Context: an optimization exercise on an open-source flow, tuned for small area and a short achievable clock period. The choices shown serve that exercise and are no tape-out recipe.
Only simulation tests tie the RTL to the original design; equivalence was not proved.
Power is estimated from default activity; no workload was simulated.

## riscv_singlecycle
module riscv_singlecycle
(
    input  logic        clk_i,          
    input  logic        rstn_i,         
    output logic [31:0] imem_addr_o,    
    input  logic [31:0] imem_rdata_i,   
    output logic [31:0] dmem_addr_o,    
    output logic [31:0] dmem_wdata_o,   
    output logic [3:0]  dmem_we_o,      
    input  logic [31:0] dmem_rdata_i,   
    output logic        rd_we_o,        
    output logic [4:0]  rd_addr_o,      
    output logic [31:0] rd_data_o       
);
Size in the first run: ~200 I/O pins, ~0.052 sq mm of cells after synthesis.
==> flow/config.mk <==
export PLATFORM = sky130hd
export DESIGN_NAME = riscv_singlecycle
export DESIGN_NICKNAME = riscv_singlecycle
export VERILOG_FILES = /design/flow/design.v
export SDC_FILE = /design/flow/constraint.sdc
export NUM_CORES = 4
export LEC_CHECK = 0
export CAP_MARGIN = 0
export CORE_MARGIN = 2
export CORE_UTILIZATION = 45
export PLACE_DENSITY = 0.65
export SLEW_MARGIN = 0
export SYNTH_HIERARCHICAL = 1
export SYNTH_MINIMUM_KEEP_SIZE = 0
==> flow/constraint.sdc <==
create_clock -name core_clock -period 40.0 [get_ports {clk_i}]
set_input_delay 8.0000 -clock core_clock [delete_from_list [all_inputs] [get_ports {clk_i}]]
set_output_delay 8.0000 -clock core_clock [all_outputs]
set_load 0.01 [all_outputs]
standard.sh (not shown) runs the stock make flow with config.mk's settings and CLKGATE_MAP_FILE= SYNTH_SCRIPT=/design/flow/synth_recipe.tcl, a recipe that flattens the netlist after the stock synthesis.
==> flow/flow/run.sh <==
#!/bin/bash
# Layout flow: the standard ORFS flow (standard.sh, all steps) with
# these changes to how the layout is built:
#  - the port buffers are buf_2 cells rather than the default pick, a slow
#    delay cell (timing repair may size them up);
#  - timing repair (floorplan, CTS and global-route steps) aims at a setup
#    slack margin, so the critical paths get sized and buffered although the
#    40 ns clock is met by a wide margin;
#  - clock tree: larger sink clusters and no dummy loads, which needs far
#    fewer clock buffers (flip-flop clock slew stays under the limit).
# Each tool's full output is in orfs/logs/...; this script's in standard.log.
set -euo pipefail
MARGIN=$(cat flow/margin.txt)
bash standard.sh \
    "BUFFER_PORTS_ARGS=-buffer_cell sky130_fd_sc_hd__buf_2" \
    "SETUP_SLACK_MARGIN=${MARGIN}" \
    "CTS_ARGS=-sink_clustering_enable -repair_clock_nets -dont_use_dummy_load -sink_clustering_size 30 -sink_clustering_max_diameter 70" \
    finish > standard.log 2>&1
==> flow/flow/margin.txt <==
18.3
Then changed:
==> flow/flow/margin.txt (replaced) <==
18.5
--- a/flow/config.mk
+++ b/flow/config.mk
@@ -10,2 +10,2 @@
-export CORE_UTILIZATION = 45
-export PLACE_DENSITY = 0.65
+export CORE_UTILIZATION = 50
+export PLACE_DENSITY = 0.75
The changed run produced a clean layout.
Synthesized area does not change.
Clock-buffer cell count decreases by 11.
Total power decreases by 0.87%.
Worst setup slack improves by 0.082 ns.
Clock skew increases by 0.060 ns.
Via count increases by 1.8%.
Global-route usage increases by 2.5 points.
Fmax increases by 0.38%.
Utilization increases by 6.0 points.
Sequential power hardly moves.
Then changed:
--- a/flow/config.mk
+++ b/flow/config.mk
@@ -10,2 +10,2 @@
-export CORE_UTILIZATION = 50
-export PLACE_DENSITY = 0.75
+export CORE_UTILIZATION = 40
+export PLACE_DENSITY = 0.5
Die area goes up by a quarter to a third; clock power increases by a quarter to a third; area after synthesis stays the same; non-clock buffer count came out higher by 7; cell count climbs by a few percent; critical path depth is unchanged.
Then changed:
==> flow/flow/run.sh (replaced) <==
#!/bin/bash
# Layout flow: the standard ORFS flow (standard.sh, all steps) with
# these changes to how the layout is built:
#  - the port buffers are buf_2 cells rather than the default pick, a slow
#    delay cell (timing repair may size them up);
#  - timing repair aims at a setup slack margin, so the critical paths get
#    sized and buffered although the 40 ns clock is met by a wide margin:
#    margin.txt holds the margin for the steps up to CTS and the one for
#    the global-route step (where repair buys less per unit of area);
#  - clock tree: larger sink clusters and no dummy loads, which needs far
#    fewer clock buffers (flip-flop clock slew stays under the limit).
# Each tool's full output is in orfs/logs/...; this script's in
# standard_cts.log and standard_finish.log.
set -euo pipefail
read -r M_CTS M_GRT < flow/margin.txt
ARGS=(
    "BUFFER_PORTS_ARGS=-buffer_cell sky130_fd_sc_hd__buf_2"
    "CTS_ARGS=-sink_clustering_enable -repair_clock_nets -dont_use_dummy_load -sink_clustering_size 28 -sink_clustering_max_diameter 70"
)
bash standard.sh "${ARGS[@]}" "SETUP_SLACK_MARGIN=${M_CTS}" cts > standard_cts.log 2>&1
bash standard.sh "${ARGS[@]}" "SETUP_SLACK_MARGIN=${M_GRT}" finish > standard_finish.log 2>&1
==> flow/flow/margin.txt (replaced) <==
18.45 18.25
--- a/flow/config.mk
+++ b/flow/config.mk
@@ -10,2 +10,2 @@
-export CORE_UTILIZATION = 40
-export PLACE_DENSITY = 0.5
+export CORE_UTILIZATION = 50
+export PLACE_DENSITY = 0.75
What happened:
- The changed run produced a clean layout
- critical path depth goes down by 1
- via count goes up by 2.4%
- register-to-register slack gets worse by 0.18 ns

[afterwards: timing with drivers on the ports]
In the flow no input, the clock included, has a driving cell. The finished layouts below were timed again as built, in two steps.
Step 1, drivers: a clkbuf_16 drives clk_i and a buf_2 each remaining input, both assumed.
Step 2, shift: input delay + t, output delay - t, t = (earliest + latest rising clock arrival at the registers) / 2. This alone moves slack from input paths to output paths.
a / b / c = no drivers / after step 1 / after step 2; a / b = the first two.
run | t, ns | slack for setup (ns) | clock arrival spread, ns | worst register clock-pin slew, ns
the first run | 0.719 | 18.184 / 18.149 / 18.149 | 0.097 / 0.097 | 0.12 / 0.12
the second run | 0.759 | 18.266 / 18.201 / 18.201 | 0.157 / 0.158 | 0.12 / 0.12
the third run | 0.761 | 18.427 / 18.387 / 18.387 | 0.076 / 0.076 | 0.10 / 0.10
the fourth run | 0.735 | 17.961 / 17.932 / 17.932 | 0.142 / 0.143 | 0.11 / 0.11
After both steps every run listed still meets setup and hold. For the second run, which loses most, drivers alone change the setup slack by -0.065 ns; drivers and shift together by -0.065 ns.
